Context: an optimization exercise on an open-source flow, tuned for small area. The choices shown serve that exercise and are no tape-out recipe. Function was checked by simulation only, so behaviour that the tests miss may differ from the original. No activity file was given, so power comes from the tool's default toggle rates.

`flow/design.v`:
```
module debounce (input i_clk, input i_rst, input i_switch, output o_LED);
parameter MAX = 255;
reg [7:0] r_counter;
reg r_switch;
always @ (posedge i_clk)
	begin
	if (i_rst)
		begin
		r_switch <= 1'b0;
		r_counter <= 0;
		end
	else if (i_switch != r_switch && r_counter < MAX)
		begin
		r_counter <= r_counter + 1;
		end
	else if (r_counter == MAX)
		begin
		r_switch <= i_switch;
		r_counter <= 0;
		end
	else
		begin
		r_counter <= 0;
		end
	end
	assign o_LED = r_switch;
endmodule
module sync_generator(input i_Clk, input i_Rst, output reg [9:0] o_col_num, output reg[9:0] o_row_num, output o_h_sync, output o_v_sync);
parameter TOTAL_COLS = 800;
parameter TOTAL_ROWS = 525;
parameter ACTIVE_COLS = 640;
parameter ACTIVE_ROWS = 480;
always @ (posedge i_Clk)
	begin
	if (i_Rst)
		begin
		o_col_num <= 0;
		o_row_num <= 0;
		end
	else if (o_col_num < TOTAL_COLS)
		begin
		o_col_num <= o_col_num + 1;
		end
	else
		begin
		o_col_num <= 0;
		if (o_row_num < TOTAL_ROWS)
			begin
			o_row_num <= o_row_num + 1;
			end
		else
			begin
			o_row_num <= 0;
			end
		end
	end
assign o_h_sync = o_col_num < (ACTIVE_COLS) ? 1'b1 : 1'b0;
assign o_v_sync = o_row_num < (ACTIVE_ROWS) ? 1'b1 : 1'b0;
endmodule
module PorchShit(input i_Clk, input i_Rst, input i_Vsync, input i_Hsync, input [9:0] i_col_num, input [9:0] i_row_num, output o_Vsync, output o_Hsync);
parameter TOTAL_COLS = 800;
parameter TOTAL_ROWS = 525;
parameter ACTIVE_COLS = 640;
parameter ACTIVE_ROWS = 480;
parameter H_FrontPorch = 18;
parameter H_BackPorch = 50;
parameter V_FrontPorch = 10;
parameter V_BackPorch = 33;
reg r_Hporch;
reg r_Vporch;
always @ (posedge i_Clk) 
	begin
	if (i_Rst)
		r_Hporch <= 1'b0;
	else if ((i_col_num < (ACTIVE_COLS + H_FrontPorch)) | (i_col_num > (TOTAL_COLS - H_BackPorch - 2)))
		r_Hporch <= 1'b1;
	else 
		r_Hporch <= 1'b0;
	end
always @ (posedge i_Clk)
	begin
	if (i_Rst)
		r_Vporch <= 1'b0;
	else if ((i_row_num < (ACTIVE_ROWS + V_FrontPorch)) | (i_row_num > (TOTAL_ROWS - V_BackPorch)))
		r_Vporch <= 1'b1;
	else
		r_Vporch <= 1'b0;
	end
assign o_Hsync = i_Hsync | r_Hporch;
assign o_Vsync = i_Vsync | r_Vporch;
endmodule
module Pong (input i_Clk, input i_Rst, input i_left_up, input i_left_down, input i_right_up, input i_right_down, input [9:0] i_col_num, input [9:0] i_row_num, output [2:0] o_reds, output [2:0] o_greens, output [2:0] o_blues);
parameter ACTIVE_COLS = 640;
parameter ACTIVE_ROWS = 480;
reg [8:0] r_left_mover;
reg [8:0] r_right_mover;
reg r_left_up;
reg r_left_down;
reg r_right_up;
reg r_right_down;
always @ (posedge i_Clk)
	begin
	r_left_up <= i_left_up;
	r_left_down <= i_left_down;
	if (i_Rst)
		begin
		r_left_up <= 1'b0;
		r_left_down <= 1'b0;
		r_left_mover <= 240;
		end
	else if ((r_left_up == 0) && (i_left_up == 1))  
		begin
		if (r_left_mover > 31)
			r_left_mover <= r_left_mover - 30;
		else
			r_left_mover <= 450;
		end
	else if ((r_left_down == 0) && (i_left_down == 1))  
		begin
		if (r_left_mover < 449)
			r_left_mover <= r_left_mover + 30;
		else
			r_left_mover <= 30;
		end
	else
		r_left_mover <= r_left_mover;
	end
always @ (posedge i_Clk)
	begin
	r_right_up <= i_right_up;
	r_right_down <= i_right_down;
	if (i_Rst)
		begin
		r_right_up <= 1'b0;
		r_right_down <= 1'b0;
		r_right_mover <= 240;
		end
	else if ((r_right_down == 0) && (i_right_down == 1))	 
		begin
		if (r_right_mover < 449)
			r_right_mover <= r_right_mover + 30;
		else
			r_right_mover <= 30;
		end
	else if ((r_right_up == 0) && (i_right_up == 1))
		begin
		if (r_right_mover > 31)
			r_right_mover <= r_right_mover - 30;
		else
			r_right_mover <= 450;
		end
	else
		r_right_mover <= r_right_mover;
	end
reg [2:0] r_rightPaddle_blues;
reg [2:0] r_rightPaddle_greens;
reg [2:0] r_rightPaddle_reds;
reg [2:0] r_leftPaddle_blues;
reg [2:0] r_leftPaddle_greens;
reg [2:0] r_leftPaddle_reds;
always @ (posedge i_Clk)
	begin
	if (i_Rst)
		begin
		r_rightPaddle_blues <= 3'b000;
		r_rightPaddle_greens <= 3'b000;
		r_rightPaddle_reds <= 3'b000;
		r_leftPaddle_blues <= 3'b000;
		r_leftPaddle_greens <= 3'b000;
		r_leftPaddle_reds <= 3'b000;
		end
	else if (i_col_num > 5 && i_col_num < 10)
		begin
		if (i_row_num > (r_left_mover - 30) && i_row_num < (r_left_mover + 30))
			begin
			r_leftPaddle_blues <= 3'b111;
			r_leftPaddle_greens <= 3'b111;
			r_leftPaddle_reds <= 3'b111;
			end
		else
			begin
			r_leftPaddle_blues <= 3'b000;
			r_leftPaddle_greens <= 3'b000;
			r_leftPaddle_reds <= 3'b000;
			end
		end	
	else if (i_col_num > (ACTIVE_COLS - 10) && i_col_num < (ACTIVE_COLS - 5))
		begin
		if (i_row_num > (r_right_mover - 30) && i_row_num < (r_right_mover + 30))
			begin
			r_rightPaddle_blues <= 3'b111;
			r_rightPaddle_greens <= 3'b111;
			r_rightPaddle_reds <= 3'b111;
			end
		else
			begin
			r_rightPaddle_blues <= 3'b000;
			r_rightPaddle_greens <= 3'b000;
			r_rightPaddle_reds <= 3'b000;
			end
		end
	else
		begin
		r_rightPaddle_blues <= 3'b000;
		r_rightPaddle_greens <= 3'b000;
		r_rightPaddle_reds <= 3'b000;
		r_leftPaddle_blues <= 3'b000;
		r_leftPaddle_greens <= 3'b000;
		r_leftPaddle_reds <= 3'b000;
		end
	end
reg [8:0] r_ball_row_center;
reg [9:0] r_ball_col_center;
parameter START = 0;
parameter MOVERIGHT = 1;
parameter MOVELEFT = 2;
parameter OUT = 3;	
reg [2:0] BALLSTATE;  
parameter STRAIGHT = 0;
parameter UP = 1;
parameter DOWN = 2;
reg [2:0] VERTICALSTATE;
reg r_tenth;
reg [3:0] r_clk_divider;
parameter DIVIDER_MAX = 15;  
wire w_ball_step = (r_clk_divider >= DIVIDER_MAX) && (r_tenth == 1'b0);
always @ (posedge i_Clk)
	begin
	if (i_Rst)
		begin
		r_tenth <= 1'b0;
		r_clk_divider <= 0;
		end
	else if (r_clk_divider < DIVIDER_MAX)
		r_clk_divider <= r_clk_divider + 1;
	else
		begin
		r_tenth <= ~r_tenth;
		r_clk_divider <= 0;
		end
	end
reg [9:0] r_delay;  
always @ (posedge i_Clk)
	begin
	if (i_Rst)
		begin
		r_ball_row_center <= 240;
		r_ball_col_center <= 15;
		BALLSTATE <= OUT;
		VERTICALSTATE <= STRAIGHT;
		r_delay <= 0;
		end
	else if (w_ball_step)
	case(BALLSTATE)
		START:
			begin
			r_ball_row_center <= 240;
			r_ball_col_center <= 15;
			BALLSTATE <= MOVERIGHT;
			VERTICALSTATE <= STRAIGHT;
			end
		MOVERIGHT:	
			begin
			if (r_ball_col_center < (ACTIVE_COLS - 15))
				begin
				r_ball_col_center <= r_ball_col_center + 1;
				case (VERTICALSTATE)
					STRAIGHT:
						r_ball_row_center <= r_ball_row_center;
					UP:
						begin
						if (r_ball_row_center > 5)
							r_ball_row_center <= r_ball_row_center - 1;
						else
							r_ball_row_center <= 474;
						end
					DOWN:
						begin
						if (r_ball_row_center < 474)
							r_ball_row_center <= r_ball_row_center + 1;
						else
							r_ball_row_center <= 5;
						end
				endcase
				end
			else
				begin
				if ((r_ball_row_center >= r_right_mover - 30) && (r_ball_row_center <= r_right_mover + 30))
					begin
					BALLSTATE <= MOVELEFT;
					if (r_ball_row_center == r_right_mover)
						VERTICALSTATE <= STRAIGHT;
					else if (r_ball_row_center > r_right_mover)
						VERTICALSTATE <= DOWN;
					else
						VERTICALSTATE <= UP;
					end
				else
					BALLSTATE <= OUT;
				end
			end
		MOVELEFT:
			begin
			if (r_ball_col_center > 15)
				begin
				r_ball_col_center <= r_ball_col_center - 1;
				case (VERTICALSTATE)
					STRAIGHT:
						r_ball_row_center <= r_ball_row_center;
					UP:
						begin
						if (r_ball_row_center > 5)
							r_ball_row_center <= r_ball_row_center - 1;
						else
							r_ball_row_center <= 474;
						end
					DOWN:
						begin
						if (r_ball_row_center < 474)
							r_ball_row_center <= r_ball_row_center + 1;
						else
							r_ball_row_center <= 5;
						end
				endcase
				end
			else
				begin
				if ((r_ball_row_center >= r_left_mover - 30) && (r_ball_row_center <= r_left_mover + 30))
					begin
					BALLSTATE <= MOVERIGHT;
					if (r_ball_row_center == r_left_mover)
						VERTICALSTATE <= STRAIGHT;
					else if (r_ball_row_center > r_left_mover)
						VERTICALSTATE <= DOWN;
					else
						VERTICALSTATE <= UP;
					end
				else
					BALLSTATE <= OUT;
				end
			end
		OUT:
			begin
			if (r_delay < 1000)
				r_delay <= r_delay + 1;
			else
				begin
				r_delay <= 0;
				BALLSTATE <= START;
				end
			end
		endcase
	end
reg [2:0] r_ball_reds;
reg [2:0] r_ball_blues;
reg [2:0] r_ball_greens;
always @ (posedge i_Clk)
	begin
	if (i_Rst)
		begin
		r_ball_blues <= 3'b000;
		r_ball_reds <= 3'b000;
		r_ball_greens <= 3'b000;
		end
	else if ((i_col_num > r_ball_col_center - 5) && (i_col_num <= r_ball_col_center + 5))
		begin
		if ((i_row_num > r_ball_row_center - 5) && (i_row_num <= r_ball_row_center + 5))
			begin
			r_ball_blues <= 3'b111;
			r_ball_reds <= 3'b111;
			r_ball_greens <= 3'b111;
			end
		else
			begin
			r_ball_blues <= 3'b000;
			r_ball_reds <= 3'b000;
			r_ball_greens <= 3'b000;
			end
		end
	else
		begin
		r_ball_blues <= 3'b000;
		r_ball_reds <= 3'b000;
		r_ball_greens <= 3'b000;
		end
	end
assign o_reds = r_leftPaddle_reds | r_rightPaddle_reds | r_ball_reds;
assign o_blues = r_leftPaddle_blues | r_rightPaddle_blues | r_ball_blues;
assign o_greens = r_ball_greens | r_leftPaddle_greens | r_rightPaddle_greens;
endmodule
module Pong_Top (input i_Clk, input i_Rst, input i_Switch_2, input i_Switch_1, input i_Switch_3, input i_Switch_4,
   output o_VGA_HSync,
   output o_VGA_VSync,
   output o_VGA_Red_0,
   output o_VGA_Red_1,
   output o_VGA_Red_2,
   output o_VGA_Grn_0,
   output o_VGA_Grn_1,
   output o_VGA_Grn_2,
   output o_VGA_Blu_0,
   output o_VGA_Blu_1,
   output o_VGA_Blu_2);
wire w_switch_1;
wire w_switch_2;
wire w_switch_3;
wire w_switch_4;
debounce debounceinit(.i_clk(i_Clk), .i_rst(i_Rst), .i_switch(i_Switch_1), .o_LED(w_switch_1));
debounce debounceinit2(.i_clk(i_Clk), .i_rst(i_Rst), .i_switch(i_Switch_2), .o_LED(w_switch_2));
debounce debounceinit3(.i_clk(i_Clk), .i_rst(i_Rst), .i_switch(i_Switch_3), .o_LED(w_switch_3));
debounce debounceinit4(.i_clk(i_Clk), .i_rst(i_Rst), .i_switch(i_Switch_4), .o_LED(w_switch_4));
wire [9:0] w_col_num;
wire [9:0] w_row_num;
wire w_firstHsync;
wire w_firstVsync;
sync_generator sync_generatorinit(.i_Clk(i_Clk), .i_Rst(i_Rst), .o_col_num(w_col_num), .o_row_num(w_row_num), .o_h_sync(w_firstHsync), .o_v_sync(w_firstVsync));
wire [2:0] w_reds;
wire [2:0] w_blues;
wire [2:0] w_greens;
Pong Ponginit(.i_Clk(i_Clk), .i_Rst(i_Rst), .i_left_up(w_switch_1), .i_left_down(w_switch_2), .i_right_up(w_switch_3), .i_right_down(w_switch_4), .i_col_num(w_col_num), .i_row_num(w_row_num), .o_reds(w_reds), .o_greens(w_greens), .o_blues(w_blues));
wire w_FinalVsync;
wire w_FinalHsync;
PorchShit PorchShitinit(.i_Clk(i_Clk), .i_Rst(i_Rst), .i_Vsync(w_firstVsync), .i_Hsync(w_firstHsync), .i_col_num(w_col_num), .i_row_num(w_row_num), .o_Vsync(w_FinalVsync), .o_Hsync(w_FinalHsync));
assign o_VGA_HSync = w_FinalHsync;
assign o_VGA_VSync = w_FinalVsync;
assign o_VGA_Red_0 = w_reds[0];
assign o_VGA_Red_1 = w_reds[1];
assign o_VGA_Red_2 = w_reds[2];
assign o_VGA_Grn_0 = w_greens[0];
assign o_VGA_Grn_1 = w_greens[1];
assign o_VGA_Grn_2 = w_greens[2];
assign o_VGA_Blu_0 = w_blues[0];
assign o_VGA_Blu_1 = w_blues[1];
assign o_VGA_Blu_2 = w_blues[2];
endmodule	
```
`flow/run.sh`:
```
#!/bin/bash
# synth_recipe.tcl (not shown) runs the flow's synth.tcl, then flattens the netlist and writes it again
# the make line also repeats each setting of config.mk as NAME=value (left out here)
make -C /OpenROAD-flow-scripts/flow DESIGN_CONFIG=/design/flow/config.mk WORK_HOME=/design/flow/orfs CLKGATE_MAP_FILE= SYNTH_SCRIPT=/design/flow/synth_recipe.tcl finish
```
`flow/config.mk`:
```
export PLATFORM = sky130hd
export DESIGN_NAME = Pong_Top
export DESIGN_NICKNAME = Pong_Top
export VERILOG_FILES = /design/flow/design.v
export SDC_FILE = /design/flow/constraint.sdc
export NUM_CORES = 4
export LEC_CHECK = 0
export CAP_MARGIN = 20
export CORE_MARGIN = 2
export CORE_UTILIZATION = 40
export SLEW_MARGIN = 20
```
`flow/constraint.sdc`:
```
create_clock -name core_clock -period 40.0 [get_ports {i_Clk}]
set_input_delay 8.0000 -clock core_clock [delete_from_list [all_inputs] [get_ports {i_Clk}]]
set_output_delay 8.0000 -clock core_clock [all_outputs]
set_load 0.01 [all_outputs]
```
==> flow_summary.json <==
{
  "required_ns": 32.00,
  "synth_flop_cell": "dfxtp_1",
  "maxCapViolCount": 0,
  "routed_wl_um": 24680,
  "crit_chain": "and4_1 -> o21bai_1 -> clkdlybuf4s50_1",
  "crit_buf_inv": 1,
  "powerDensity_mw_per_mm2": 26.33,
  "grt_pass1_vias": 8145,
  "avgSynthCellArea_um2": 7.997,
  "p_int_mw": 0.2105,
  "arrival_ns": 2.00,
  "clk_pin_slew_ns": 0.06,
  "syn_inst": 1222,
  "mostFrequentLayoutCells": "ha_1, nor2_1, dfxtp_1",
  "combPwrFrac_pct": 2.3,
  "vias": 8561,
  "worst_slew_pin_slew_ns": 0.9272,
  "slew_headroom_pct": 37.66,
  "gp_congestion": 0.8901,
  "io_buffers": 16,
  "drtIter0Drc": 547,
  "crit_fanout": 13,
  "grt_overflow": 0,
  "rsz0062_at_grt": "false",
  "antenna_found_initial": 0,
  "die_area_mm2": 0.02570,
  "ys_seq_area_share_pct": 24.38,
  "syn_nets": 1369,
  "numCtsBuffers": 17,
  "critical_path.slowest_cell": "dfxtp_1",
  "dp_hpwl_um": 18090,
  "path_class": "reg -> out",
  "core_mm2": 0.02418,
  "finalSetupTns_ns": 0,
  "synth_cell_types": 76,
  "antenna_cells": 0,
  "rr_startpoint": "Ponginit.r_left_mover[1]",
  "cts_tree": "yes",
  "layout_setup_ws_ns": 30.00,
  "post_drt_wl_per_cell_um": 16.03,
  "cts_max_level": 4,
  "cts_resized": 0,
  "cts_num_sinks": 119,
  "switching_share_pct": 25.25,
  "irDropWorstVdd_uv": 26.98,
  "finalCriticalPeriod_ns": 9.999,
  "syn_area_mm2": 0.009772,
  "yosysWarnings": 4,
  "end_kind": "primary output",
  "cts_buffer_depth": 2,
  "viasPerCell": 5.559,
  "pwr-share-clk_pct": 54.8,
  "grt_max_degree": 45,
  "antenna_left": 0,
  "setup_viol": 0,
  "reg2reg_slack_ns": 35.98,
  "maxSlewViolCount": 0,
  "synth_edf_count": 0,
  "crit_start": "sync_generatorinit.o_row_num[6]",
  "rows": 57,
  "ys_seq_elements": 119,
  "drc_errors": 0,
  "die_w_um": 160.3,
  "leakagePower_nw": 4.412,
  "layout_commonest_cell": "ha_1",
  "crit_cells": 3,
  "grt_usage_pct": 19.58,
  "status": "complete, no violations",
  "worstSkewPairLatency_ns": 0.43,
  "n_fill_cell": 2432,
  "endpoint": "o_VGA_VSync",
  "cts_root_buf": "clkbuf_16",
  "finalCritPeriodShare_pct": 25.00,
  "reg2reg_to": "Ponginit.VERTICALSTATE[0]",
  "syn2layout_area_growth_pct": 9.462,
  "ios": 17,
  "path_delay_family": "flip-flops",
  "die_y_um": 160.3,
  "ctsHoldBuffers": 0,
  "preCtsSetupSlack_ns": 30.21,
  "fmax_mhz": 100.0,
  "grt_pass1_wl_um": 41280,
  "crit_path_max_incr_delay_ns": 0.66,
  "seq_power_share_pct": 42.9,
  "start_util_pct": 40.42,
  "cp-start-kind": "flip-flop",
  "firstDrtPassIters": 6,
  "ys_async_sr_fraction_pct": 0,
  "hold_viol_final": 0,
  "drive_gt1_share_pct": 4.770,
  "clock_skew_ns": 0.01056,
  "power_switching_mw": 0.07110,
  "r2r_cells": 13,
  "hp-class": "reg -> reg",
  "cts_setup_buffers": 0,
  "final_nets": 1350
}
==> sequential cells by signal, summed over array words and instances, names as in the netlist, 9 cells and up <==
signal and count:
Ponginit.r_ball_row_center 9, Ponginit.r_delay 10, Ponginit.r_ball_col_center 10, sync_generatorinit.o_col_num 10
sync_generatorinit.o_row_num 10
==> Yosys cell counts, types with 6 or more instances <==
cell type / instances / area (um^2)
ha_1: 140 / 1752
nor2_1: 132 / 495.5
dfxtp_1: 119 / 2382
nand2_1: 87 / 326.6
a21oi_1: 67 / 335.3
o21ai_0: 63 / 315.3
xnor2_1: 61 / 534.3
nand3_1: 52 / 260.3
xor2_1: 51 / 446.7
inv_1: 50 / 187.7
clkbuf_1: 38 / 142.6
nor3_1: 31 / 155.2
o21a_1: 30 / 225.2
nand4_1: 27 / 168.9
and3_1: 22 / 137.6
nand2b_1: 20 / 125.1
nor2b_1: 17 / 106.4
a31oi_1: 14 / 87.58
or3_1: 14 / 87.58
a21o_1: 13 / 97.59
o211ai_1: 12 / 90.09
and2_1: 11 / 68.82
or2_2: 11 / 68.82
buf_1: 8 / 30.03
nor4_1: 8 / 50.05
buf_4: 7 / 52.55
maj3_1: 7 / 70.07
a2111oi_0: 6 / 52.55
==> power by group through the flow <==
| stage | combinational, mW | sequential (mW) | clock (mW) |
|---|---|---|---|
| final | 0.00657 | 0.121 | 0.154 |
| after global routing | 0.00750 | 0.121 | 0.162 |
| after CTS | 0.00667 | 0.121 | 0.157 |
| after detailed placement | 0.00663 | 0.123 | 0 |
| after global placement | 0.00649 | 0.123 | 0 |
| after floorplan | 0.00495 | 0.123 | 0 |
==> kinds of logic after synthesis <==
kind of cell	after synthesis	share of synthesized area [%]
buf+inv	110	4.571
compound gates	277	18.86
simple gates	450	22.55
fa+ha+maj	149	18.96
mux	4	0.4097
xor+xnor	113	10.27
flops	119	24.38
==> worst min-delay path by stage <==
stage                                                 to  slack (ns)                            from  cells after the start
after floorplan               debounceinit3.r_counter[0]        0.42      debounceinit3.r_counter[0]                      1
after global placement        debounceinit3.r_counter[0]        0.43      debounceinit3.r_counter[0]                      1
after detailed placement      debounceinit3.r_counter[0]        0.44      debounceinit3.r_counter[0]                      1
after CTS                     debounceinit3.r_counter[0]        0.45      debounceinit3.r_counter[0]                      1
after global routing      Ponginit.r_leftPaddle_blues[1]        0.49  Ponginit.r_leftPaddle_blues[1]                      2
final                         debounceinit3.r_counter[0]        0.45      debounceinit3.r_counter[0]                      1
==> layout make-up <==
cell class	instances	area (um^2)	area share, %
Clock buffer	17	425.4	3.977
Clock inverter	15	156.4	1.462
Inverter	51	191.4	1.790
Multi-Input combinational cell	993	6943	64.91
Sequential cell	119	2382	22.27
Tap cell	324	405.4	3.790
Timing Repair Buffer	21	192.7	1.801
==> per-stage QoR <==
| step | utilization [%] | hold WS [ns] | instance area, um^2 | power [mW] | cells |
|---|---|---|---|---|---|
| 3_3_place_gp | 41.84 | 0.4289 | 10110 | 0.1299 | 1508 |
| 5_1_grt | 44.24 | 0.4874 | 10700 | 0.2901 | 1540 |
| 3_5_place_dp | 41.84 | 0.4415 | 10110 | 0.1301 | 1508 |
| 6_report | 44.24 | 0.4460 | 10700 | 0.2816 | 1540 |
| 2_1_floorplan | - | 0.4175 | 9772 | 0.1279 | 1222 |
| 4_1_cts | 44.24 | 0.4492 | 10700 | 0.2848 | 1540 |
==> routing by layer <==
metal	GRT usage, %	vias to the layer above	part of all wire (%)
met5	0	-	0
met4	6.511	0	2.1
met3	2.841	34	3.3
met2	33.12	168	47
met1	25.69	3998	47
li1	-	4361	-

[re-timing with driven ports]
Ports are ideal in the flow. The routed layout listed here was re-timed in OpenROAD.
Step 1: set_driving_cell puts a clkbuf_16 on i_Clk and a buf_2 on each other input, an assumption about the parent block.
Step 2 times the ports against the registers' clock, not the clock port: input delays grow and output delays shrink by t, the midpoint of the rising clock arrivals with the driver on.
Three values: ideal, step 1, step 2; two values: the first two.
t (ns): 0.465
slack for setup (ns): 30.001 / 29.958 / 30.207
worst setup path at the end: input to register
After both steps setup and hold are still met in this run. For this run, drivers alone change the setup slack by -0.043 ns; drivers and shift together by +0.206 ns.
